This design comes from an exercise in tuning for small area and a short achievable clock period on the open sky130 flow, not from production work. Only simulation tests tie the RTL to the original design; equivalence was not proved. No activity file was given, so power comes from the tool's default toggle rates.

[flow/config.mk]
export PLATFORM = sky130hd
export DESIGN_NAME = cpu
export DESIGN_NICKNAME = cpu
export VERILOG_FILES = /design/flow/design.v
export SDC_FILE = /design/flow/constraint.sdc
export NUM_CORES = 4
export LEC_CHECK = 0
export CAP_MARGIN = 20
export CORE_MARGIN = 2
export CORE_UTILIZATION = 60
export CTS_BUF_LIST = sky130_fd_sc_hd__clkbuf_8
export SETUP_SLACK_MARGIN = 3.85
export SLEW_MARGIN = 20
export SYNTH_HIERARCHICAL = 1
[flow/constraint.sdc]
create_clock -name core_clock -period 11.5 [get_ports {CLK}]
set_input_delay 2.3000 -clock core_clock [delete_from_list [all_inputs] [get_ports {CLK}]]
set_output_delay 2.3000 -clock core_clock [all_outputs]
set_load 0.01 [all_outputs]
[flow/design.v]
module signExtend(S, Q);
input [5:0] S;
output [7:0] Q;
assign Q = {S[5], S[5], S[5:0]};
endmodule
module two_to_one_mux(S0, S1, Q, select);
input [7:0] S0;
input [7:0] S1;
input select;
output [7:0] Q;
assign Q = (select == 0) ? S0 : S1;
endmodule
module control(OP, BSEL, CISEL, OSEL, SHIFT_LA, SHIFT_LR, LOGICAL_OP);  
input [2:0] OP;
output BSEL;
output CISEL;
output [1:0] OSEL;
output SHIFT_LA;
output SHIFT_LR;
output LOGICAL_OP;
wire q = (OP==3'b000 | OP ==3'b001);
wire w = (OP==3'b010 | OP==3'b011 | OP ==3'b100);
wire e = (OP==3'b101 | OP ==3'b110);
assign BSEL = OP[0];
assign CISEL = OP[0];
assign OSEL = (q ? 2'b00 : w ? 2'b01 : e ? 2'b10: q);
assign SHIFT_LA = (OP==3'b010);
assign SHIFT_LR = OP[1];
assign LOGICAL_OP = OP[0];
endmodule
module adder(A, B, CI, Y, C, V); 
  input [7:0] A;
  input [7:0] B;
  input CI;
  output  reg [7:0] Y;
  output reg C;
  output reg V;
  reg CI1;
  reg CI2;
  reg CI3;
  reg CI4;
  reg CI5;
  reg CI6;
  reg CI7;
  reg CI8;
always @(*)
	begin
		Y[0] = CI ^ A[0] ^ B[0];
		CI1 = (CI & A[0])|(CI & B[0])|(A[0] & B[0]);
		Y[1] = CI1^ A[1] ^ B[1];
		CI2 =(CI1 & A[1])|(CI1 & B[1])|(A[1] & B[1]);
		Y[2] =CI2 ^ A[2] ^ B[2];
		CI3 = (CI2 & A[2])|(CI2 & B[2])|(A[2] & B[2]);
		Y[3] = CI3 ^ A[3] ^ B[3];
		CI4 = (CI3 & A[3])|(CI3 & B[3])|(A[3] & B[3]);
		Y[4] = CI4 ^ A[4] ^ B[4];
		CI5 = (CI4 & A[4])|(CI4 & B[4])|(A[4] & B[4]);
		Y[5] = CI5 ^ A[5] ^ B[5];
		CI6 = (CI5 & A[5])|(CI5 & B[5])|(A[5] & B[5]);
		Y[6] = CI6 ^ A[6] ^ B[6];
		CI7 = (CI6 & A[6])|(CI6 & B[6])|(A[6] & B[6]);
		Y[7] = CI7 ^ A[7] ^ B[7];
		C = (CI7 & A[7])|(CI7 & B[7])|(A[7] & B[7]);
		V = (CI7==C) ? 0:1;
end
endmodule
module shifter(A, LA, LR, Y, C);
input [7:0] A;
input LA, LR;
output reg [7:0] Y;
output reg C;
   always @(*)
	begin
		if (LA==0 & LR==1)
			begin
			Y = {1'b0, A[7:1]};
			C = A[0];
			end
	else if (LA==0 & LR==0)
		begin
		Y = {A[6:0], 1'b0};
		C = A[7];
		end
	else
		begin
		Y = {A[7], A[7:1]};
		C = A[0];
		end
	end
endmodule
module logical(A, B, OP, Y);  
	input [7:0] A;
	input [7:0] B;
	input OP;
	output [7:0] Y;
	assign Y[0] = (~OP&(A[0]|B[0]))|(OP&(A[0]&B[0]));
	assign Y[1] = (~OP&(A[1]|B[1]))|(OP&(A[1]&B[1]));
	assign Y[2] = (~OP&(A[2]|B[2]))|(OP&(A[2]&B[2]));
	assign Y[3] = (~OP&(A[3]|B[3]))|(OP&(A[3]&B[3]));
	assign Y[4] = (~OP&(A[4]|B[4]))|(OP&(A[4]&B[4]));
	assign Y[5] = (~OP&(A[5]|B[5]))|(OP&(A[5]&B[5]));
	assign Y[6] = (~OP&(A[6]|B[6]))|(OP&(A[6]&B[6]));
	assign Y[7] = (~OP&(A[7]|B[7]))|(OP&(A[7]&B[7]));
endmodule
module alu(A, B, OP, Y, C, V, N, Z, BSEL, CSEL, OSEL, SHIFT_LA, SHIFT_LR, LOGICAL_OP, Y_ADD, Y_SHIFT, Y_LOG, C_ADD, C_SHIFT);
  input  [7:0]  A;
  input  [7:0]  B;
  input  [2:0]  OP;
  output [7:0]  Y;
  output [7:0]  Y_ADD;
  output [7:0]  Y_SHIFT;
  output [7:0]  Y_LOG;
  output        C;
  output C_ADD;
  output C_SHIFT;
  output        V;
  output        N;
  output        Z;
  output BSEL;
  output CSEL; 
  output [1:0] OSEL;
  output SHIFT_LA;
  output SHIFT_LR;
  output LOGICAL_OP;
adder add (
.A(A),
.B((BSEL) ? ~B : B),
.CI(CISEL),
.Y(Y_ADD),
.C(C_ADD),
.V(V)
);
shifter shift (
.A(A),
.LA(SHIFT_LA),
.LR(SHIFT_LR),
.Y(Y_SHIFT),
.C(C_SHIFT)
);
logical log (
.A(A),
.B(B),
.OP(LOGICAL_OP),
.Y(Y_LOG)
);
control con (
.OP(OP),
.BSEL(BSEL),
.CISEL(CISEL),
.OSEL(OSEL),
.SHIFT_LA(SHIFT_LA),
.SHIFT_LR(SHIFT_LR),
.LOGICAL_OP(LOGICAL_OP)
);
wire q = (OSEL == 2'b00);
wire w = (OSEL == 2'b01);
wire e = (OSEL == 2'b10);
assign Y = (q ? Y_ADD : w ? Y_SHIFT : e ? Y_LOG: Y_LOG);
assign C = (OSEL == 2'b00) ? C_ADD : (OSEL == 2'b01) ? C_SHIFT : 2'b0;
assign N = (Y[7:4] > 4'b0111);
assign Z = (Y[7:0]==8'b00000000);
endmodule
module registerFile(CLK, SA, SB, LD, DR, D_in, DataA, DataB, RESET);
input CLK;
input RESET;
input [2:0] SA;
input [2:0] SB;
input LD;
input [2:0] DR;
input [7:0] D_in;
output [7:0] DataA;
output [7:0] DataB;
reg [7:0] reg0, reg1, reg2, reg3, reg4, reg5, reg6, reg7;
assign DataA = (SA == 3'b0) ? reg0 :
					(SA == 3'b001) ? reg1 :
					(SA == 3'b010) ? reg2 :
					(SA == 3'b011) ? reg3 :
					(SA == 3'b100) ? reg4 :
					(SA == 3'b101) ? reg5 :
					(SA == 3'b110) ? reg6 :
					(SA == 3'b111) ? reg7 : 0;
assign DataB = (SB == 3'b0) ? reg0 :
					(SB == 3'b001) ? reg1 :
					(SB == 3'b010) ? reg2 :
					(SB == 3'b011) ? reg3 :
					(SB == 3'b100) ? reg4 :
					(SB == 3'b101) ? reg5 :
					(SB == 3'b110) ? reg6 :
					(SB == 3'b111) ? reg7 : 0;
always @(posedge CLK) begin
if(RESET) begin
reg0<=8'b0;
reg1<=8'b0;
reg2<=8'b0;
reg3<=8'b0;
reg4<=8'b0;
reg5<=8'b0;
reg6<=8'b0;
reg7<=8'b0;
end
else if(LD) begin
	case(DR)
		3'b000: reg0<=D_in;
		3'b001: reg1<=D_in;
		3'b010: reg2<=D_in;
		3'b011: reg3<=D_in;
		3'b100: reg4<=D_in;
		3'b101: reg5<=D_in;
		3'b110: reg6<=D_in;
		3'b111: reg7<=D_in;
	endcase
end
end
endmodule
module decoder(INST, DR, SA, SB, IMM, MB, FS, MD, LD, MW, BS, OFF, HALT);
input [15:0] INST;
output reg [2:0] DR;
output reg [2:0] SA;
output reg [2:0] SB;
output reg [5:0] IMM;
output reg [3:0] FS;
output reg [3:0] BS;
output reg [5:0] OFF;
output reg HALT;
output reg MB;
output reg MD;
output reg LD;
output reg MW;
always @(INST) begin
if(INST[15:12] == 4'b0000)begin
if(INST[2:0] == 3'b000)begin
	DR <= 3'b0;
	SA <= 3'b0;
	SB <= 3'b0;
	IMM <= 6'b0;
	FS <= 3'b0;
	MB <= 1'b0;
	OFF <= 6'b0;
	LD <= 1'b0;
	MW <= 1'b0;
	MD <= 1'b0;
	HALT<=1'b0;
	BS <= 3'b100;
end
else if(INST[2:0] == 3'b001)begin
	HALT <= 1'b1;
	DR <= 3'b0;
	SA <= 3'b0;
	SB <= 3'b0;
	OFF <= 6'b0;
	IMM <= 6'b0;
	FS <= 3'b0;
	MB <= 1'b0;
	LD <= 1'b0;
	MW <= 1'b0;
	MD <= 1'b0;
	BS <= 3'b100;
end
else begin
	DR <= 3'b0;
	SA <= 3'b0;
	SB <= 3'b0;
	OFF <= 6'b0;
	IMM <= 6'b0;
	FS <= 3'b0;
	MB <= 1'b0;
	LD <= 1'b0;
	MW <= 1'b0;
	MD <= 1'b0;
	BS <= 3'b100;
	HALT<=1'b0;
end
end	
else if(INST[15] == 0 && INST[14:12] != 3'b000)begin  
if(INST[15:12] == 4'b0010) begin
	IMM <= {INST[5:0]};
	DR <= 	INST[8:6];
	SA <= INST[11:9];
	SB <= 3'b0;
	MB <= 1'b1;
	LD <= 1'b1;
	MW <= 1'b0;
	BS <= 3'b100;
	OFF <= 6'b0;
	FS <= 3'b0;
	MD <= 1'b1;
	HALT<=1'b0;
end
else if(INST[15:12] == 4'b0100) begin
	IMM <= {INST[5:0]};
	DR <= 3'b0;
	SA <= INST[11:9];
	SB <= INST[8:6];
	MB <= 1'b1;
	OFF <= 6'b0;
	LD <= 1'b0;
	MW <= 1'b1;
	FS <= 3'b0;
	MD <= 1'b0;	
	BS <= 3'b100;
	HALT<=1'b0;
end
else if(INST[15:12] == 4'b0101) begin
	IMM <= INST[5:0];
	DR <= INST[8:6];
	SA <= INST[11:9];
	SB <= 3'b0;
	MB <= 1'b1;
	LD <= 1'b1;
	MW <= 1'b0;
	FS <= 3'b0;
	OFF <= 6'b0;
	BS <= 3'b100;
	HALT<=1'b0;
	MD <= 1'b0;
end
else if(INST[15:12] == 4'b0110) begin
	IMM <= {INST[5:0]};
	DR <= INST[8:6];
	SA <= INST[11:9];
	SB <= 3'b0;
	MB <= 1'b1;
	OFF <= 6'b0;
	LD <= 1'b1;
	MW <= 1'b0;
	FS <= 3'b101;
	MD <= 1'b0;
	BS <= 3'b100;
	HALT<=1'b0;
end
else if(INST[15:12] == 4'b0111) begin
	IMM <= {INST[5:0]};
	DR <= INST[8:6];
	SA <= INST[11:9];
	SB <= 3'b0;
	MB <= 1'b1;
	OFF <= 6'b0;
	LD <= 1'b1;
	MW <= 1'b0;
	FS <= 3'b110;
	MD <= 1'b0;
	BS <= 3'b100;
	HALT<=1'b0;
end	
else begin
	DR <= 3'b0;
	SA <= 3'b0;
	SB <= 3'b0;
	IMM <= 6'b0;
	FS <= 3'b0;
	MB <= 1'b0;
	OFF <= 6'b0;
	BS <= 3'b100;
	LD <= 1'b0;
	MW <= 1'b0;
	MD <= 1'b0;
	HALT<=1'b0;
end
end  
else if(INST[15:12] == 4'b1111) begin  
if(INST[2:0] == 3'b0)begin
	FS <= 3'b0;
	IMM <= 6'b0;
	DR <= INST[5:3];
	SA <= INST[11:9];
	SB <= INST[8:6];
	MB <= 1'b0;
	BS <= 3'b100;
	LD <= 1'b1;
	HALT<=1'b0;
	OFF <= 6'b0;
	MW <= 1'b0;
	MD <= 1'b0;
end
else if(INST[2:0] == 3'b001) begin
	FS <= 3'b001;
	IMM <= 6'b0;
	DR <= INST[5:3];
	SA <= INST[11:9];
	SB <= INST[8:6];
	MB <= 1'b0;
	OFF <= 6'b0;
	BS <= 3'b100;
	LD <= 1'b1;
	MW <= 1'b0;	
	MD <= 1'b0;
	HALT<=1'b0;
end
else if(INST[2:0] == 3'b010) begin
	FS <= 3'b010;
	IMM <= 6'b0;
	DR <= INST[5:3];
	SA <= INST[11:9];
	SB <= 3'b0;
	MB <= 1'b0;
	LD <= 1'b1;
	HALT<=1'b0;
	OFF <= 6'b0;
	MW <= 1'b0;
	BS <= 3'b100;
	MD <= 1'b0;
end
else if(INST[2:0] == 3'b011) begin
	FS <= 3'b011;
	IMM <= 6'b0;
	DR <= INST[5:3];
	SA <= INST[11:9];
	SB <= 3'b0;
	OFF <= 6'b0;
	MB <= 1'b0;
	BS <= 3'b100;
	LD <= 1'b1;
	HALT<=1'b0;
	MW <= 1'b0;
	MD <= 1'b0;
end
else if(INST[2:0] == 3'b100) begin
	FS <= 3'b100;
	IMM <= 6'b0;
	DR <= INST[5:3];
	SA <= INST[11:9];
	SB <= 3'b0;
	MB <= 1'b0;
	LD <= 1'b1;
	MW <= 1'b0;
	OFF <= 6'b0;
	HALT<=1'b0;
	BS <= 3'b100;
	MD <= 1'b0;
end
else if(INST[2:0] == 3'b101) begin
	FS <= 3'b101;
	DR <= INST[5:3];
	SA <= INST[11:9];
	SB <= INST[8:6];
	IMM <= 6'b0;
	OFF <= 6'b0;
	MB <= 1'b0;
	LD <= 1'b1;
	MW <= 1'b0;
	MD <= 1'b0;
	BS <= 3'b100;
	HALT<=1'b0;
end
else if(INST[2:0] == 3'b110) begin
	FS <= 3'b110;
	DR <= INST[5:3];
	SA <= INST[11:9];
	SB <= INST[8:6];
	IMM <= 6'b0;
	OFF <= 6'b0;
	MB <= 1'b0;
	LD <= 1'b1;
	MW <= 1'b0;
	MD <= 1'b0;
	BS <= 3'b100;
	HALT<=1'b0;
end
else begin
	DR <= 3'b0;
	SA <= 3'b0;
	SB <= 3'b0;
	IMM <= 6'b0;
	FS <= 3'b0;
	MB <= 1'b0;
	LD <= 1'b0;
	BS <= 3'b100;
	MW <= 1'b0;
	HALT<=1'b0;
	MD <= 1'b0;
	OFF <= 6'b0;
end
end  
else if(INST[15:14] == 2'b10) begin
if(INST[15:12] == 4'b1000) begin
	DR <= 3'b0;
	SA <= INST[11:9];
	SB <= INST[8:6];
	IMM <= 6'b0;
	FS<=3'b001;
	BS<=3'b0;
	HALT<=1'b0;
	MB<=1'b0;
	LD = 1'b0;
	MW = 1'b0;
	MD = 1'b0;
	OFF <= INST[5:0];
end
else if (INST[15:12] == 4'b1001) begin
	DR <= 3'b0;
	SA <= INST[11:9];
	SB <= INST[8:6];
	IMM <= 6'b0;
	FS<=3'b001;
	BS<=3'b001;
	HALT<=1'b0;
	MB<=1'b0;
	LD = 1'b0;
	MW = 1'b0;
	MD = 1'b0;
	OFF <= INST[5:0];
end
else if(INST[15:12] == 4'b1010) begin
	DR <= 3'b0;
	SA <= INST[11:9];
	SB <= 3'b0;
	IMM <= 6'b0;
	FS<=3'b001;
	BS<=3'b010;  
	HALT<=1'b0;
	MB<=1'b1;
	LD = 1'b0;
	MW = 1'b0;
	MD = 1'b0;
	OFF <= INST[5:0];
end
else if(INST[15:12] == 4'b1011) begin
	DR <= 3'b0;
	SA <= INST[11:9];
	SB <= 3'b0;
	IMM <= 6'b0;
	FS<=3'b001;
	BS<=3'b011;
	HALT<=1'b0;
	MB <=1'b1;
	LD = 1'b0;
	MW = 1'b0;
	MD = 1'b0;
	OFF <= INST[5:0];
end
else begin
	DR <= 3'b0;
	SA <= 3'b0;
	SB <= 3'b0;
	IMM <= 6'b0;
	FS <= 3'b0;
	BS <= 3'b0;
	HALT<=1'b0;
	MB <= 1'b0;
	LD <= 1'b0;
	MW <= 1'b0;
	MD <= 1'b0;
	OFF <= 6'b0;
end
end  
else begin
	DR <= 3'b0;
	SA <= 3'b0;
	SB <= 3'b0;
	IMM <= 6'b0;
	FS <= 3'b0;
	BS <= 3'b0;
	HALT<=1'b0;
	MB <= 1'b0;
	LD <= 1'b0;
	MW <= 1'b0;
	MD <= 1'b0;
	OFF <= 6'b0;
end
end 
endmodule
module cpu(CLK, RESET, EN_L, Iin, Din, PC, NextPC, DataA, DataB, DataC, DataD, MW);
  input         CLK;
  input         RESET;
  input         EN_L;
  input  [15:0] Iin;
  input  [7:0]  Din;
  output [7:0]  PC;
  output [7:0]  NextPC;
  output [7:0]  DataA;
  output [7:0]  DataB;
  output [7:0]  DataC;
  output [7:0]  DataD;
  output        MW;
  reg  [7:1] pc_q;
  reg        EN_LPrev;
  reg  [7:0] r0, r1, r2, r3, r4, r5, r6, r7;
  wire useA, useB, doSub, doAdd, selC, isLB, isLBc, isBr, isHALT, LD;
  wire ndoAnd, ndoOr, doRsh, doSra, doSll;
  wire [2:0] DR;
  wire [7:0] k;
  cpu_ctrl ctrl (.I(Iin), .RESET(RESET), .isLBc(isLBc), .useA(useA), .useB(useB), .doSub(doSub), .doAdd(doAdd), .selC(selC),
                 .ndoAnd(ndoAnd), .ndoOr(ndoOr), .doRsh(doRsh), .doSra(doSra), .doSll(doSll),
                 .isLB(isLB), .isSB(MW), .isBr(isBr), .isHALT(isHALT), .LD(LD),
                 .DR(DR), .k(k));
  wire [7:0] sa, sb, a, b;
  cpu_dec3 dec_a (.s(Iin[11:9]), .y(sa));
  cpu_dec3 dec_b (.s(Iin[8:6]), .y(sb));
  genvar i;
  generate
    for (i = 0; i < 8; i = i + 1) begin : rd
      wire [7:0] ri = {r7[i], r6[i], r5[i], r4[i], r3[i], r2[i], r1[i], r0[i]};
      cpu_rd8  pa (.s(sa), .r(ri), .y(a[i]));
      cpu_rd8  pb (.s(sb), .r(ri), .y(b[i]));
    end
  endgenerate
  assign DataB = b;
  wire nuseA;
  g_inv iua (.a(useA), .y(nuseA));
  generate
    for (i = 0; i < 8; i = i + 1) begin : am
      wire m1, m0;
      g_nand2 n1 (.a(useA), .b(a[i]), .y(m1));
      g_nand2 n0 (.a(nuseA), .b(r0[i]), .y(m0));
      g_nand2 n2 (.a(m1), .b(m0), .y(DataA[i]));
    end
  endgenerate
  wire [7:0] sum, ang, ant;
  wire [7:0] ap;
  cpu_add8 add (.a(a), .b(b), .useB(useB), .k(k), .ci(doSub), .s(sum), .ng(ang), .nt(ant), .p(ap));
  wire [7:0] nother, notherC;
  generate
    for (i = 0; i < 8; i = i + 1) begin : oth
      cpu_oth1 o (.ng(ang[i]), .nt(ant[i]), .al(i > 0 ? DataA[i-1] : 1'b0),
                  .ar(i < 7 ? DataA[i+1] : DataA[7]), .din(Din[i]),
                  .isLB(isLBc), .ndoAnd(ndoAnd), .ndoOr(ndoOr),
                  .doRsh(i < 7 ? doRsh : doSra), .doSll(doSll),
                  .nD(nother[i]), .nC(notherC[i]));
    end
  endgenerate
  wire [7:0] wdat;
  generate
    for (i = 0; i < 8; i = i + 1) begin : res
      wire sd, sc;
      g_nand2 d0 (.a(sum[i]), .b(doAdd), .y(sd));
      g_nand2 d1 (.a(sd), .b(nother[i]), .y(DataD[i]));
      g_nand2 c0 (.a(sum[i]), .b(selC), .y(sc));
      g_nand2 c1 (.a(sc), .b(notherC[i]), .y(DataC[i]));
      g_nand2 w1 (.a(sc), .b(notherC[i]), .y(wdat[i]));
    end
  endgenerate
  wire halt = isHALT & ~EN_L & EN_LPrev;
  wire taken, ntaken;
  wire [7:1] pc_inc, pc_br, npc;
  wire eq0, eq1;
  g_nand4 e0 (.a(ap[0]), .b(ap[1]), .c(ap[2]), .d(ap[3]), .y(eq0));
  g_nand4 e1 (.a(ap[4]), .b(ap[5]), .c(ap[6]), .d(ap[7]), .y(eq1));
  wire tx, ty, ntx, nty, eq, neq, m0, m1, m2, m3;
  cpu_taken tk (.a7(a[7]), .op(Iin[13:12]), .isBr(isBr), .RESET(RESET), .tx(tx), .ty(ty),
                .ntx(ntx), .nty(nty));
  g_nor2  te (.a(eq0), .b(eq1), .y(eq));
  g_or2   tn (.a(eq0), .b(eq1), .y(neq));
  g_nand2 t0 (.a(eq), .b(tx), .y(m0));
  g_nand2 t1 (.a(neq), .b(ty), .y(m1));
  g_nand2 t2 (.a(m0), .b(m1), .y(taken));
  g_nand2 t3 (.a(eq), .b(ntx), .y(m2));
  g_nand2 t4 (.a(neq), .b(nty), .y(m3));
  g_nand2 t5 (.a(m2), .b(m3), .y(ntaken));
  cpu_pcinc pi (.pc(pc_q), .halt(halt), .inc(pc_inc));
  cpu_pcbr  pb (.pc(pc_q), .off(Iin[5:0]), .br(pc_br));
  generate
    for (i = 1; i < 8; i = i + 1) begin : ps
      wire m1, m0;
      g_nand2 n1 (.a(taken), .b(pc_br[i]), .y(m1));
      g_nand2 n0 (.a(ntaken), .b(pc_inc[i]), .y(m0));
      g_nand2 n2 (.a(m1), .b(m0), .y(npc[i]));
    end
  endgenerate
  assign NextPC = {npc, 1'b0};
  assign PC = {pc_q, 1'b0};
  wire [7:0] we = {8{RESET}} | ({8{LD}} & (8'd1 << DR));
  always @(posedge CLK) begin
    EN_LPrev <= EN_L;
    pc_q <= npc;                   
    if (we[0]) r0 <= wdat;
    if (we[1]) r1 <= wdat;
    if (we[2]) r2 <= wdat;
    if (we[3]) r3 <= wdat;
    if (we[4]) r4 <= wdat;
    if (we[5]) r5 <= wdat;
    if (we[6]) r6 <= wdat;
    if (we[7]) r7 <= wdat;
  end
endmodule
module cpu_ctrl(I, RESET, isLBc, useA, useB, doSub, doAdd, selC, ndoAnd, ndoOr, doRsh, doSra, doSll,
                isLB, isSB, isBr, isHALT, LD, DR, k);
  input  [15:0] I;
  input  RESET;
  output isLBc;
  output useA, useB, doSub, doAdd, selC, ndoAnd, ndoOr, doRsh, doSra, doSll;
  output isLB, isSB, isBr, isHALT, LD;
  output [2:0] DR;
  output [7:0] k;
  wire [3:0] op = I[15:12];
  wire [2:0] fn = I[2:0];
  wire isR    = (op == 4'b1111) & (fn != 3'b111);
  assign isLB = (op == 4'b0010);
  assign isSB = (op == 4'b0100);
  wire isIALU = (op[3:2] == 2'b01) & (op[1:0] != 2'b00);    
  assign isBr = (op[3:2] == 2'b10);
  assign isHALT = (op == 4'b0000) & (fn == 3'b001);
  assign useA   = isR | isLB | isSB | isIALU | isBr;        
  wire useImm   = ~op[3];                                   
  assign doSub  = (op[3:1] == 3'b100) | ((op == 4'b1111) & (fn == 3'b001));   
  assign doAdd  = isLB | isSB | (op == 4'b0101) | (isR & fn[2:1] == 2'b00) | isBr;
  wire run = ~RESET;
  assign selC   = doAdd & ~isLB & run;
  assign isLBc  = isLB & run;
  assign ndoAnd = ~((isR ? (fn == 3'b101) : (op == 4'b0110)) & run);
  assign ndoOr  = ~((isR ? (fn == 3'b110) : (op == 4'b0111)) & run);
  assign doSra  = isR & (fn == 3'b010) & run;
  assign doRsh  = isR & (fn[2:1] == 2'b01) & run;           
  assign doSll  = ((isR & (fn == 3'b100)) | ~useA) & run;   
  assign useB   = ~(useImm | (isBr & op[1]));
  assign LD = isR | isLB | isIALU;
  assign DR = isR ? I[5:3] : I[8:6];
  assign k = ({8{useImm}} & {{2{I[5]}}, I[5:0]}) | {8{doSub}};
endmodule
module cpu_dec3(s, y);
  input  [2:0] s;
  output [7:0] y;
  assign y = 8'd1 << s;
endmodule
module cpu_rd8(s, r, y);
  input  [7:0] s, r;
  output y;
  assign y = |(s & r);
endmodule
module cpu_oth1(ng, nt, al, ar, din, isLB, ndoAnd, ndoOr, doRsh, doSll, nD, nC);
  input  ng, nt, al, ar, din;
  input  isLB, ndoAnd, ndoOr, doRsh, doSll;
  output nD, nC;
  wire no = (ng | ndoAnd) & (nt | ndoOr) & ~((doRsh & ar) | (doSll & al));
  assign nD = no;
  assign nC = no & ~(isLB & din);
endmodule
module cpu_add8(a, b, useB, k, ci, s, ng, nt, p);
  input  [7:0] a, b, k;
  input  useB, ci;
  output [7:0] s, ng, nt, p;
  wire [7:0] bx;
  genvar j;
  generate
    for (j = 0; j < 8; j = j + 1) begin : ox
      wire nbm;
      g_nand2 m (.a(b[j]), .b(useB), .y(nbm));
      g_xnor2 x (.a(nbm), .b(k[j]), .y(bx[j]));
    end
  endgenerate
  genvar i;
  generate
    for (i = 0; i < 8; i = i + 1) begin : l0
      g_nand2 gg (.a(a[i]), .b(bx[i]), .y(ng[i]));
      g_nor2  gt (.a(a[i]), .b(bx[i]), .y(nt[i]));
    end
    for (i = 0; i < 8; i = i + 1) begin : lp
      g_xor2  gp (.a(a[i]), .b(bx[i]), .y(p[i]));
    end
  endgenerate
  wire nci;
  g_inv  i_ci (.a(ci), .y(nci));
  wire c1, G21, T21, G43, T43, G65, T65;
  g_o21ai l1a (.a1(nt[0]), .a2(nci), .b1(ng[0]), .y(c1));
  g_o21ai l1b (.a1(nt[2]), .a2(ng[1]), .b1(ng[2]), .y(G21));
  g_nor2  l1c (.a(nt[2]), .b(nt[1]), .y(T21));
  g_o21ai l1d (.a1(nt[4]), .a2(ng[3]), .b1(ng[4]), .y(G43));
  g_nor2  l1e (.a(nt[4]), .b(nt[3]), .y(T43));
  g_o21ai l1f (.a1(nt[6]), .a2(ng[5]), .b1(ng[6]), .y(G65));
  g_nor2  l1g (.a(nt[6]), .b(nt[5]), .y(T65));
  wire g1, t1, g5, t5;
  g_inv i_g1 (.a(ng[1]), .y(g1));
  g_inv i_t1 (.a(nt[1]), .y(t1));
  g_inv i_g5 (.a(ng[5]), .y(g5));
  g_inv i_t5 (.a(nt[5]), .y(t5));
  wire nc2, nc3, nG53, nT53, nG63, nT63;
  g_a21oi l2a (.a1(t1), .a2(c1), .b1(g1), .y(nc2));
  g_a21oi l2b (.a1(T21), .a2(c1), .b1(G21), .y(nc3));
  g_a21oi l2c (.a1(t5), .a2(G43), .b1(g5), .y(nG53));
  g_nand2 l2d (.a(t5), .b(T43), .y(nT53));
  g_a21oi l2e (.a1(T65), .a2(G43), .b1(G65), .y(nG63));
  g_nand2 l2f (.a(T65), .b(T43), .y(nT63));
  wire nG43, nT43;
  g_inv i_G43 (.a(G43), .y(nG43));
  g_inv i_T43 (.a(T43), .y(nT43));
  wire c4, c5, c6, c7;
  g_o21ai l3a (.a1(nt[3]), .a2(nc3), .b1(ng[3]), .y(c4));
  g_o21ai l3b (.a1(nT43), .a2(nc3), .b1(nG43), .y(c5));
  g_o21ai l3c (.a1(nT53), .a2(nc3), .b1(nG53), .y(c6));
  g_o21ai l3d (.a1(nT63), .a2(nc3), .b1(nG63), .y(c7));
  g_xor2  s0 (.a(p[0]), .b(ci), .y(s[0]));
  g_xor2  s1 (.a(p[1]), .b(c1), .y(s[1]));
  g_xnor2 s2 (.a(p[2]), .b(nc2), .y(s[2]));
  g_xnor2 s3 (.a(p[3]), .b(nc3), .y(s[3]));
  g_xor2  s4 (.a(p[4]), .b(c4), .y(s[4]));
  g_xor2  s5 (.a(p[5]), .b(c5), .y(s[5]));
  g_xor2  s6 (.a(p[6]), .b(c6), .y(s[6]));
  g_xor2  s7 (.a(p[7]), .b(c7), .y(s[7]));
endmodule
module cpu_taken(a7, op, isBr, RESET, tx, ty, ntx, nty);
  input  a7;
  input  [1:0] op;
  input  isBr, RESET;
  output tx, ty, ntx, nty;
  wire run = isBr & ~RESET;
  wire sgn = a7 ^ ~op[0];                    
  assign tx = run & (op[1] ? sgn : ~op[0]);   
  assign ty = run & (op[1] ? sgn : op[0]);    
  assign ntx = ~RESET & ~tx;
  assign nty = ~RESET & ~ty;
endmodule
module cpu_pcinc(pc, halt, inc);
  input  [7:1] pc;
  input  halt;
  output [7:1] inc;
  assign inc = pc + {6'd0, ~halt};
endmodule
module cpu_pcbr(pc, off, br);
  input  [7:1] pc;
  input  [5:0] off;
  output [7:1] br;
  wire [6:0] x = pc;
  wire [6:0] y = {off[5], off};
  wire [6:0] p;
  wire [6:1] s;
  genvar i;
  generate
    for (i = 1; i < 7; i = i + 1) begin : lp
      g_xor2 gp (.a(x[i]), .b(y[i]), .y(p[i]));
    end
  endgenerate
  g_xnor2 s0 (.a(x[0]), .b(y[0]), .y(br[1]));
  wire nc1, ng1, nt1, ng3, nt3, ng5, nt5, g2, t2, g4, t4;
  g_nor2  t0n (.a(x[0]), .b(y[0]), .y(nc1));    
  g_nand2 g1n (.a(x[1]), .b(y[1]), .y(ng1));
  g_nor2  t1n (.a(x[1]), .b(y[1]), .y(nt1));
  g_and2  g2p (.a(x[2]), .b(y[2]), .y(g2));
  g_or2   t2p (.a(x[2]), .b(y[2]), .y(t2));
  g_nand2 g3n (.a(x[3]), .b(y[3]), .y(ng3));
  g_nor2  t3n (.a(x[3]), .b(y[3]), .y(nt3));
  g_and2  g4p (.a(x[4]), .b(y[4]), .y(g4));
  g_or2   t4p (.a(x[4]), .b(y[4]), .y(t4));
  g_nand2 g5n (.a(x[5]), .b(y[5]), .y(ng5));
  g_nor2  t5n (.a(x[5]), .b(y[5]), .y(nt5));
  wire c2, nc3, c4, nc5, c6;
  g_o21ai k2 (.a1(nt1), .a2(nc1), .b1(ng1), .y(c2));
  g_a21oi k3 (.a1(t2), .a2(c2), .b1(g2), .y(nc3));
  g_o21ai k4 (.a1(nt3), .a2(nc3), .b1(ng3), .y(c4));
  g_a21oi k5 (.a1(t4), .a2(c4), .b1(g4), .y(nc5));
  g_o21ai k6 (.a1(nt5), .a2(nc5), .b1(ng5), .y(c6));
  g_xnor2 s1 (.a(p[1]), .b(nc1), .y(br[2]));
  g_xor2  s2 (.a(p[2]), .b(c2), .y(br[3]));
  g_xnor2 s3 (.a(p[3]), .b(nc3), .y(br[4]));
  g_xor2  s4 (.a(p[4]), .b(c4), .y(br[5]));
  g_xnor2 s5 (.a(p[5]), .b(nc5), .y(br[6]));
  g_xor2  s6 (.a(p[6]), .b(c6), .y(br[7]));
endmodule
module g_nand2(a, b, y);
  input a, b;
  output y;
  assign y = ~(a & b);
endmodule
module g_nand4(a, b, c, d, y);
  input a, b, c, d;
  output y;
  assign y = ~(a & b & c & d);
endmodule
module g_xor2(a, b, y);
  input a, b;
  output y;
  assign y = a ^ b;
endmodule
module g_a22oi(a1, a2, b1, b2, y);
  input a1, a2, b1, b2;
  output y;
  assign y = ~((a1 & a2) | (b1 & b2));
endmodule
module g_a41oi(a1, a2, a3, a4, b1, y);
  input a1, a2, a3, a4, b1;
  output y;
  assign y = ~((a1 & a2 & a3 & a4) | b1);
endmodule
module g_nor2(a, b, y);
  input a, b;
  output y;
  assign y = ~(a | b);
endmodule
module g_inv(a, y);
  input a;
  output y;
  assign y = ~a;
endmodule
module g_xnor2(a, b, y);
  input a, b;
  output y;
  assign y = ~(a ^ b);
endmodule
module g_o21ai(a1, a2, b1, y);
  input a1, a2, b1;
  output y;
  assign y = ~((a1 | a2) & b1);
endmodule
module g_a21oi(a1, a2, b1, y);
  input a1, a2, b1;
  output y;
  assign y = ~((a1 & a2) | b1);
endmodule
module g_and2(a, b, y);
  input a, b;
  output y;
  assign y = a & b;
endmodule
module g_or2(a, b, y);
  input a, b;
  output y;
  assign y = a | b;
endmodule
module g_and2b(a_n, b, y);
  input a_n, b;
  output y;
  assign y = ~a_n & b;
endmodule
[flow/flow/run.sh]
#!/bin/bash
# The standard layout (the standard.sh), with two changes: the input and output ports are
# buffered by sky130_fd_sc_hd__buf_2 instead of the cell buffer_ports picks by default, and
# clock tree synthesis inserts no dummy loads.
set -euo pipefail
export BUFFER_PORTS_ARGS="-buffer_cell sky130_fd_sc_hd__buf_2"
export CTS_ARGS="-sink_clustering_enable -repair_clock_nets -buf_list sky130_fd_sc_hd__clkbuf_8 -dont_use_dummy_load"
bash standard.sh > flow_make.log 2>&1
[flow/standard.sh]
#!/bin/bash
# synth_recipe.tcl (not shown) runs the flow's synth.tcl, then flattens the netlist and writes it again
# the make line also repeats each setting of config.mk as NAME=value (left out here)
make -C /OpenROAD-flow-scripts/flow DESIGN_CONFIG=/design/flow/config.mk WORK_HOME=/design/flow/orfs CLKGATE_MAP_FILE= SYNTH_SCRIPT=/design/flow/synth_recipe.tcl "${@:-finish}"
==> results.yml, run 1 <==
logic_synthesis:
  synth_top_family_by_area: "simple AND/OR/NAND/NOR gates"
  synthMuxAreaShare_pct: 0
  yosys.cell_types.count: 47
  synth-edff-count: 64
  syn_inst: 507
  synth_area_mm2: 0.00470
  ys_ff_latch: 72
  yosys.area_share.simple_pct: 22.3
  synth_compound_area_share_pct: 21.6
  synth-xor-area-share_pct: 8.20
  yosysWarningCount: 7
  synth_fa_ha_area_share_pct: 0.532
  syn_avg_cell_area_um2: 9.27
  synth_top_flop_cell: "edfxtp_1"
  async_reset_ff_share_pct: 0
  seq_area_frac_synth_pct: 44.3
pwr:
  power_frac_seq_pct: 46.2
  p_int_uw: 504
  p_leak_nw: 2.34
  powerDensity_mw_per_mm2: 147
  power_switching_uw: 291
  p_clk_share_pct: 19.5
  p_sw_share_pct: 36.5
  ir_drop_v: 0.0000846
  power_frac_comb_pct: 34.2
place:
  place_congestion: 0.939
  place_area_mm2: 0.00516
  hpwl_um: 10600
  numPortBuffers: 73
  dp_slack_ns: 3.58
  dpl.cell_count: 678
sta:
  tightest_slew_ns: 0.927
  layout_min_cycle_time_ns: 7.40
  relSlewSlack_pct: 37.6
  final-setup-viol-count: 0
  fin_ws_ns: 4.10
  rsz0062_at_grt: "false"
  fin_crit_sh_pct: 64.3
  clock_skew_ns: 0.0233
  fin_setup_tns_ns: 0
  final_hold_viol_count: 0
  fmax_ghz: 0.135
  drv_slew: 0
floorplanning:
  die_w_um: 92.5
  core_mm2: 0.00765
  dieArea_mm2: 0.00856
  initial_core_util_pct: 61.5
  num_rows: 32
  io_pins: 76
  die_h_um: 92.5
layout:
  final_common_cell: "nand2_1"
  num-fill-cells: 590
  drive_gt1_share_pct: 21.9
  n_antenna_cell: 0
  fin_cells: 690
  nets: 619
  fin_util_pct: 70.8
  final_area_mm2: 0.00542
  register_area_mm2: 0.00208
  syn2layout_area_growth_pct: 15.3
  layout_common_cells: "nand2_1, buf_2, a22oi_1, edfxtp_1, nor2_1"
  multi_input_area_mm2: 0.00256
critical_path:
  slowest_delay_ns: 0.35
  crit_chain: "buf_2 -> and3b_2 -> a22oi_1 -> nand4_1 -> nand2_1 -> xnor2_1 -> nor2_1 -> o21ai_1 -> a21oi_2 -> o21ai_1 -> xor2_1 -> nand2_1 -> nand2_1 -> buf_2"
  worstPathRequired_ns: 9.20
  worstPathArrival_ns: 5.10
  cp-startpoint: "Iin[8]"
  crit_buf_inv: 2
  crit_family: "compound AO/OA/AOI/OAI gates"
  cp-start-kind: "primary input"
  cpMaxStageDelayCell: "o21ai_1"
  endpoint_kind: "primary output"
  cpMostUsedCell: "nand2_1"
  cp_max_fo: 9
  rr_startpoint: "r3[0]"
  crit_type: "in -> out"
clock_network:
  cts_tree: "yes"
  clk_latency_ns: 0.36
  postCtsHoldBufs: 0
  cts_root_buffer: "clkbuf_8"
  numCtsBuffers: 9
  htreeDepth: 3
  ctsLongestPathBuffers: 2
  clk_pin_slew_ns: 0.06
  cts.sinks: 72
min_path:
  min_from: "pc_q[1]"
  hp-class: "reg -> reg"
detailed_routing:
  routed_via_density: 6.50
  wire_per_inst_um: 20.4
  drc: 0
  ant_nets: 0
  vias: 4487
  firstDrtPassIters: 6
  drtIter0Drc: 483
  drt_wl_total_um: 14100
global_route:
  grt_max_degree: 17
  grt-ovfl-total: 0
  grt_pass1_wl_um: 21500
  first_global_vias: 4236
  grt_use_total_pct: 33.3
  antenna_found_initial: 0
status:
  status: "no timing/DRC/antenna violations"
flow_run:
  max_cap_violations: 0
[kinds of logic (layout without fill, tap and decap cells)]
logic type / Yosys count / after routing
buf+inv: 30 / 109
fa+ha+maj: 2 / 2
other cells: 1 / 3
flops: 72 / 72
compound gates: 136 / 136
xor+xnor: 44 / 44
simple gates: 222 / 222
[final cells by class]
class | instances | area share, %
Clock buffer | 9 | 2.29
Inverter | 21 | 1.46
Multi-Input combinational cell | 407 | 47.2
Sequential cell | 72 | 38.4
Tap cell | 102 | 2.36
Timing Repair Buffer | 79 | 8.27
[per-module statistics from Yosys, one instance, submodules excluded, a selection]
module,cells inside,times used
cpu,90,1
cpu_oth1,4,8
cpu_pcinc,12,1
cpu_taken,10,1
g_nand2,1,112
g_nand4,1,2
g_nor2,1,16
g_o21ai,1,11
[power by group through the flow]
stage | Clock (mW) | Combinational (mW) | Sequential, mW
after floorplan | 0 | 0.174 | 0.365
after global placement | 0 | 0.258 | 0.369
after detailed placement | 0 | 0.263 | 0.372
after CTS | 0.156 | 0.265 | 0.366
after global routing | 0.168 | 0.295 | 0.372
final | 0.155 | 0.272 | 0.367
[synthesized netlist by cell type (6+ instances only)]
library cell	number	area, µm²
xnor2_1	18	158
o21ai_0	13	65.1
nand4_1	18	113
edfxtp_1	64	1920
o22ai_1	9	56.3
a22oi_1	64	480
a22o_1	8	70.1
and3b_2	6	60.1
a211oi_2	8	100
inv_1	21	78.8
xor2_1	26	228
nor3b_1	6	45.0
dfxtp_1	8	160
a21oi_2	6	52.6
nand2_1	125	469
o21ai_1	11	55.1
nor2_1	32	120
nand3_1	7	35.0
[metal layers]
layer  GRT usage [%]  vias up  wire (µm)
li1                -     2039          -
met1            42.4     2112       5340
met2            54.3      288       6870
met3            8.14       48       1400
met4            13.9        0        470
met5               0        -          0
[sequential cells by signal (all words and copies together), names as in the netlist, 7 cells and up]
name,flops
pc_q,7
r0,8
r1,8
r2,8
r3,8
r4,8
r5,8
r6,8
r7,8
[per-stage QoR]
step                total power, mW  hold WS [ns]
finish                        0.795         0.610
global placement              0.627         0.599
detailed placement            0.635         0.600
global route                  0.835         0.692
floorplan                     0.539         0.679
CTS                           0.788         0.615
[what timing repair did]
action / CTS / global route
gates cloned: 0 / 0
gates resized for setup: 4 / 7
endpoints found under the setup margin: 17 / 15
pin swaps: 0 / 1
buffers inserted: 0 / 3
[tightest hold or removal path, cell delays in order (launching register included)]
cell,delay (ns)
dfxtp_1,0.38
xnor2_1,0.08
nand2_1,0.05
nand2_1,0.05
[final timing paths]
kind	slack (ns)	endpoint	cells past startpoint
worst max-delay path	4.10	DataC[5]	14
worst min-delay path	0.61	pc_q[1]	3
worst max register to register	8.56	r0[5]	11
worst min register to register	0.61	pc_q[1]	3
==> run 2, diff against run 1 <==
--- a/flow/config.mk
+++ b/flow/config.mk
@@ -9,5 +9,5 @@
 export CORE_MARGIN = 2
-export CORE_UTILIZATION = 60
+export CORE_UTILIZATION = 52
 export CTS_BUF_LIST = sky130_fd_sc_hd__clkbuf_8
-export SETUP_SLACK_MARGIN = 3.85
+export SETUP_SLACK_MARGIN = 4.0
 export SLEW_MARGIN = 20
==> results.yml, run 2 <==
status:
  status: "no timing/DRC/antenna violations"
logic_synthesis:
  seq_area_frac_synth_pct: 44.3
  yosysTopAreaCell: "edfxtp_1"
  synthTopCellsByArea: "edfxtp_1, a22oi_1, nand2_1, xor2_1, dfxtp_1"
  synth_area_mm2: 0.00470
  yosys.cell_types.count: 47
  synth_commonest_cells: "nand2_1, a22oi_1, edfxtp_1, nor2_1, xor2_1"
  yosysTopAreaCellShare_pct: 40.9
  synthMostInstantiatedCell: "nand2_1"
  yosysWarningCount: 7
  syn_inst: 507
  synth-edff-count: 64
  syn_avg_cell_area_um2: 9.27
  synth_top_flop_cell: "edfxtp_1"
  async_reset_ff_share_pct: 0
  ys_ff_latch: 72
layout:
  n_antenna_cell: 0
  num-fill-cells: 785
  fin_util_pct: 62.4
  drive_gt1_share_pct: 23.7
  layout_common_cells: "nand2_1, buf_2, a22oi_1, edfxtp_1, nor2_1"
  nets: 626
  syn2layout_area_growth_pct: 16.4
  final_common_cell: "nand2_1"
  final_area_mm2: 0.00547
detailed_routing:
  vias: 4379
  wire_per_inst_um: 19.6
  ant_nets: 0
  drtIter0Drc: 294
  drc: 0
  drt_wl_total_um: 13800
  routed_via_density: 6.23
  firstDrtPassIters: 5
global_route:
  antenna_found_initial: 0
  grt_pass1_wl_um: 21800
  use_met1_pct: 38.7
  first_global_vias: 4291
  grt_max_degree: 17
  grt.met2_usage_pct: 45.1
  use_met3_pct: 4.96
  grt_use_total_pct: 28.4
  grt_most_used_layer: "met2"
  grt-ovfl-total: 0
floorplanning:
  dieArea_mm2: 0.00981
  die_h_um: 99.1
  initial_core_util_pct: 53.6
  die_w_um: 99.1
  core_mm2: 0.00876
  io_pins: 76
  num_rows: 34
sta:
  tightest_slew_ns: 1.08
  worst_hold_slack_ns: 0.622
  layout_min_cycle_time_ns: 7.34
  fin_setup_tns_ns: 0
  final-setup-viol-count: 0
  fmax_ghz: 0.136
  relSlewSlack_pct: 27.3
  drv_slew: 0
  rsz0062_at_grt: "false"
  final_hold_viol_count: 0
  fin_crit_sh_pct: 63.8
  clock_skew_ns: 0.0287
place:
  place_congestion: 0.934
  hpwl_um: 10700
  numPortBuffers: 73
  place_area_mm2: 0.00518
pwr:
  powerDensity_mw_per_mm2: 145
  p_leak_nw: 2.40
  p_total_uw: 794
  ir_drop_v: 0.0000755
critical_path:
  endpoint_kind: "primary output"
  slowest_delay_ns: 0.32
  cpMostUsedCell: "nand2_1"
  worstPathArrival_ns: 5.04
  cp_max_fo: 9
  crit_chain: "buf_2 -> nor3b_4 -> buf_2 -> a22oi_1 -> nand4_1 -> nand2_1 -> xnor2_1 -> xor2_1 -> nand4_1 -> or2_1 -> nand2_1 -> nand2_1 -> nand2_1 -> nand2_1 -> buf_2"
  worstPathRequired_ns: 9.20
  crit_type: "in -> out"
  cpMaxStageDelayCell: "nor3b_4"
  cp-start-kind: "primary input"
clock_network:
  clk_pin_slew_ns: 0.06
  cts_root_buffer: "clkbuf_8"
  postCtsHoldBufs: 0
  cts_tree: "yes"
  cts.sinks: 72
  clk_latency_ns: 0.34
  htreeDepth: 3
  ctsLongestPathBuffers: 2
  numCtsBuffers: 9
flow_run:
  max_cap_violations: 0
min_path:
  hp-class: "reg -> reg"
-- run 2: Yosys stat by module (local to each module, per instance), a selection --
| module | cells | cell area [µm²] | flip-flops and latches | copies in the design |
|---|---|---|---|---|
| cpu_ctrl | 70 | 370 | 0 | 1 |
| cpu_dec3 | 8 | 65.1 | 0 | 2 |
| cpu_pcinc | 12 | 96.3 | 0 | 1 |
| cpu_taken | 10 | 72.6 | 0 | 1 |
| g_inv | 1 | 3.75 | 0 | 8 |
| g_nand2 | 1 | 3.75 | 0 | 112 |
| g_nand4 | 1 | 6.26 | 0 | 2 |
| g_nor2 | 1 | 3.75 | 0 | 16 |
| g_xnor2 | 1 | 8.76 | 0 | 14 |
-- run 2: cell type report --
type | instances | area [µm²] | area share [%]
multi-input cells | 407 | 2590 | 47.4
clock buffers | 9 | 124 | 2.26
inverters | 21 | 78.8 | 1.44
well taps | 108 | 135 | 2.47
repair buffers | 86 | 458 | 8.37
flip-flops and latches | 72 | 2080 | 38.1
-- run 2: metrics by stage --
step	worst slack [ns]	cells
floorplan	4.63	509
global placement	3.69	685
detailed placement	3.66	686
CTS	4.03	695
global route	3.97	703
finish	4.16	703
-- run 2: cell families (layout without fill, tap and decap cells) --
| kind of cell | count (synthesis) | count (layout) | synth area share (%) |
|---|---|---|---|
| DFF | 72 | 72 | 44.3 |
| other | 1 | 3 | 0.0798 |
| xor gates and xnor gates | 44 | 44 | 8.20 |
| buffers and inverters | 30 | 116 | 3.01 |
| AOI/OAI and AO/OA | 136 | 136 | 21.6 |
| and+or+nand+nor | 222 | 222 | 22.3 |
| adders and majority gates | 2 | 2 | 0.532 |
-- run 2: path summary, 6_finish.rpt --
path	startpoint	end	slack [ns]	cells after the start
hold reg to reg	pc_q[1]	pc_q[1]	0.62	3
setup / recovery	Iin[7]	NextPC[5]	4.16	15
setup reg to reg	r0[0]	r6[7]	8.80	11
hold / removal	pc_q[1]	pc_q[1]	0.62	3
-- run 2: report_power, final --
part / switching (mW) / internal [mW] / leakage, nW
logic: 0.177 / 0.0976 / 1.61
clock network: 0.0828 / 0.0699 / 0.0647
registers: 0.0260 / 0.341 / 0.724
total: 0.285 / 0.508 / 2.40
-- run 2: per-layer routing --
layer	vias up	routed length [µm]	share of wire, %
met4	0	333	2.4
met1	2073	5840	42
li1	2055	-	-
met2	220	6540	47
met5	-	0	0
met3	31	1080	7.8
-- run 2: critical path: cells and delay by family --
family                 cells  cell delay, ns
AND/OR/NAND/NOR            9            1.49
XOR/XNOR                   2            0.53
AO/OA/AOI/OAI              1            0.11
buffers and inverters      3            0.60
-- run 2: what timing repair did --
item                       4_1_cts  5_1_grt
pin swaps                        0        6
resized for setup                5       15
setup buffers                    0        7
setup endpoints to repair       19       18
==> run 3, diff against run 2 <==
--- a/flow/flow/run.sh
+++ b/flow/flow/run.sh
@@ -6,3 +6,3 @@
 export BUFFER_PORTS_ARGS="-buffer_cell sky130_fd_sc_hd__buf_2"
-export CTS_ARGS="-sink_clustering_enable -repair_clock_nets -buf_list sky130_fd_sc_hd__clkbuf_8 -dont_use_dummy_load"
+export CTS_ARGS="-sink_clustering_enable -repair_clock_nets -root_buf sky130_fd_sc_hd__clkbuf_8 -buf_list sky130_fd_sc_hd__clkbuf_4 -dont_use_dummy_load"
 bash standard.sh > flow_make.log 2>&1
--- a/flow/config.mk
+++ b/flow/config.mk
@@ -9,3 +9,3 @@
 export CORE_MARGIN = 2
-export CORE_UTILIZATION = 52
+export CORE_UTILIZATION = 60
 export CTS_BUF_LIST = sky130_fd_sc_hd__clkbuf_8
==> results.yml, run 3 <==
status:
  status: "no timing/DRC/antenna violations"
logic_synthesis:
  yosys.cell_types.count: 47
  syn_avg_cell_area_um2: 9.27
  syn_inst: 507
  synth_top_flop_cell: "edfxtp_1"
  async_reset_ff_share_pct: 0
  synth_area_mm2: 0.00470
  yosysTopAreaCell: "edfxtp_1"
  ys_ff_latch: 72
  yosysTopAreaCellShare_pct: 40.9
  synth-edff-count: 64
  synthMostInstantiatedCell: "nand2_1"
  seq_area_frac_synth_pct: 44.3
  synthTopCellsByArea: "edfxtp_1, a22oi_1, nand2_1, xor2_1, dfxtp_1"
  yosysWarningCount: 7
  synth_commonest_cells: "nand2_1, a22oi_1, edfxtp_1, nor2_1, xor2_1"
critical_path:
  cp-start-kind: "primary input"
  cp-endpoint: "NextPC[3]"
  rr_startpoint: "r0[3]"
  crit_chain: "buf_2 -> nor3b_4 -> buf_12 -> a22oi_1 -> nand4_1 -> nand2_1 -> xnor2_1 -> xor2_1 -> nand4_1 -> or2_1 -> nand2_1 -> nand2_1 -> nand2_1 -> nand2_1 -> buf_2"
  rrSetupSlack_ns: 8.70
  cp_max_fo: 9
  slowest_delay_ns: 0.34
  r2r_end: "r0[5]"
  worstPathRequired_ns: 9.20
  path_depth: 15
  cpMostUsedCell: "nand2_1"
  cpMaxStageDelayCell: "xnor2_1"
  crit_family: "simple AND/OR/NAND/NOR gates"
  crit_buf_inv: 3
  cp-startpoint: "Iin[8]"
  endpoint_kind: "primary output"
  worstPathArrival_ns: 5.06
  r2r_cells: 11
  crit_type: "in -> out"
clock_network:
  cts_root_buffer: "clkbuf_8"
  numCtsBuffers: 9
  clk_pin_slew_ns: 0.06
  cts_tree: "yes"
  htreeDepth: 3
  postCtsHoldBufs: 0
  ctsLongestPathBuffers: 2
  cts.sinks: 72
  clk_latency_ns: 0.36
place:
  place_area_mm2: 0.00516
  place_congestion: 0.939
  numPortBuffers: 73
  hpwl_um: 10600
layout:
  drive_gt1_share_pct: 22.6
  syn2layout_area_growth_pct: 16.3
  final_common_cell: "nand2_1"
  n_antenna_cell: 0
  nets: 620
  layout_common_cells: "nand2_1, buf_2, a22oi_1, edfxtp_1, nor2_1"
  final_area_mm2: 0.00546
floorplanning:
  io_pins: 76
  initial_core_util_pct: 61.5
  dieArea_mm2: 0.00856
  die_h_um: 92.5
  num_rows: 32
  die_w_um: 92.5
  core_mm2: 0.00765
sta:
  rsz0062_at_grt: "true"
  drv_slew: 0
  final-setup-viol-count: 0
  layout_min_cycle_time_ns: 7.36
  final_hold_viol_count: 0
  fin_setup_tns_ns: 0
  relSlewSlack_pct: 36.8
  fmax_ghz: 0.136
  fin_crit_sh_pct: 64.0
  tightest_slew_ns: 0.938
  clock_skew_ns: 0.0239
global_route:
  grt_max_degree: 17
  grt_pass1_wl_um: 21500
  antenna_found_initial: 0
  grt_use_total_pct: 33.3
  first_global_vias: 4239
  grt-ovfl-total: 0
detailed_routing:
  wire_per_inst_um: 20.5
  ant_nets: 0
  drtIter0Drc: 440
  drc: 0
  drt_wl_total_um: 14100
  vias: 4510
  routed_via_density: 6.53
  firstDrtPassIters: 5
flow_run:
  max_cap_violations: 0
pwr:
  ir_drop_v: 0.0000849
  powerDensity_mw_per_mm2: 146
  p_leak_nw: 2.37
min_path:
  hold_path_depth: 3
  hp-class: "reg -> reg"
run 3: layout make-up:
cell class                 count  area (µm²)
multi-input combinational    407        2580
sequential                    72        2080
inverter                      21        78.8
clock buffer                   9         124
timing repair buffer          80         468
fill                         581        2180
tap                          102         128
run 3: worst min path at each step:
stage	start	end	slack, ns
2_1_floorplan	pc_q[1]	pc_q[1]	0.68
3_3_place_gp	pc_q[1]	pc_q[1]	0.60
3_5_place_dp	pc_q[1]	pc_q[1]	0.60
4_1_cts	pc_q[1]	pc_q[1]	0.62
5_1_grt	pc_q[7]	pc_q[7]	0.69
6_report	pc_q[1]	pc_q[1]	0.61
run 3: kinds of logic after synthesis:
group | Yosys count | synth area share, %
simple gates | 222 | 22.3
buf+inv | 30 | 3.01
fa+ha+maj | 2 | 0.532
xor+xnor | 44 | 8.20
other cells | 1 | 0.0798
flops | 72 | 44.3
compound gates | 136 | 21.6
run 3: repair_timing:
| item | in CTS | in global routing |
|---|---|---|
| setup endpoints to repair | 21 | 15 |
| resized for setup | 9 | 10 |
| hold endpoints to repair | 0 | 0 |
| setup buffers | 0 | 4 |
| pin swaps | 0 | 2 |
run 3: per-stage QoR:
stage	hold slack, ns	utilization, %	setup WS (ns)	power (mW)	std cells
2_1_floorplan	0.679	-	4.63	0.539	509
3_3_place_gp	0.599	67.5	3.75	0.627	678
3_5_place_dp	0.600	67.5	3.58	0.635	678
4_1_cts	0.615	69.7	4.01	0.789	687
5_1_grt	0.692	71.4	3.94	0.837	691
6_report	0.610	71.4	4.14	0.798	691
run 3: Yosys stat by module, one instance, submodules excluded, excerpt:
| module | area, µm² | cells |
|---|---|---|
| cpu | 2210 | 90 |
| cpu_ctrl | 370 | 70 |
| cpu_taken | 72.6 | 10 |
| cpu_dec3 | 65.1 | 8 |
| g_a21oi | 8.76 | 1 |
| g_xnor2 | 8.76 | 1 |
| g_xor2 | 8.76 | 1 |
| g_or2 | 6.26 | 1 |
| g_nand4 | 6.26 | 1 |
| g_nor2 | 3.75 | 1 |
| g_inv | 3.75 | 1 |
| g_nand2 | 3.75 | 1 |
run 3: per-layer routing:
metal	global-route usage, %	vias to the layer above	wire length, µm
met5	0	-	0
met4	13.3	0	408
met3	8.14	45	1320
met2	54.7	284	7020
met1	42.3	2136	5390
li1	-	2045	-
run 3: worst min-delay path, delay by kind of cell, from the launching register on:
family,cells,cell delay (ns)
simple gates,2,0.10
flops,1,0.38
xor+xnor,1,0.08
run 3: where the power goes:
group / total [mW] / switching, mW / leakage, nW / internal (mW)
Clock: 0.156 / 0.0863 / 0.0647 / 0.0699
Sequential: 0.368 / 0.0267 / 0.724 / 0.341
Combinational: 0.275 / 0.180 / 1.58 / 0.0950

## static timing again, ports no longer ideal
How much do the figures lean on ideal ports? The routed layouts below were timed once more, with nothing changed but the port constraints.
Step 1 (the two cells are an assumption about what drives the block):
set clk [get_ports {CLK}]
set_driving_cell -lib_cell sky130_fd_sc_hd__clkbuf_16 $clk
set_driving_cell -lib_cell sky130_fd_sc_hd__buf_2 [delete_from_list [all_inputs] $clk]
Step 2 times the ports against the registers' clock, not the clock port: input delays grow and output delays shrink by t, the midpoint of the rising clock arrivals with the driver on.
a / b / c = no drivers / after step 1 / after step 2; a / b = the first two.
run	t (ns)	setup slack, ns	worst setup path after step 2	clock arrival spread, ns	worst register clock-pin slew, ns
run 1	0.381	4.103 / 4.079 / 4.079	input to output	0.023 / 0.023	0.08 / 0.08
run 2	0.358	4.164 / 4.141 / 4.141	input to output	0.028 / 0.029	0.09 / 0.09
run 3	0.378	4.136 / 4.113 / 4.113	input to output	0.024 / 0.024	0.09 / 0.09
After both steps setup and hold are still met in every run listed. The setup slack of run 1, which loses most, moves by -0.024 ns with the drivers and by -0.024 ns with both steps.
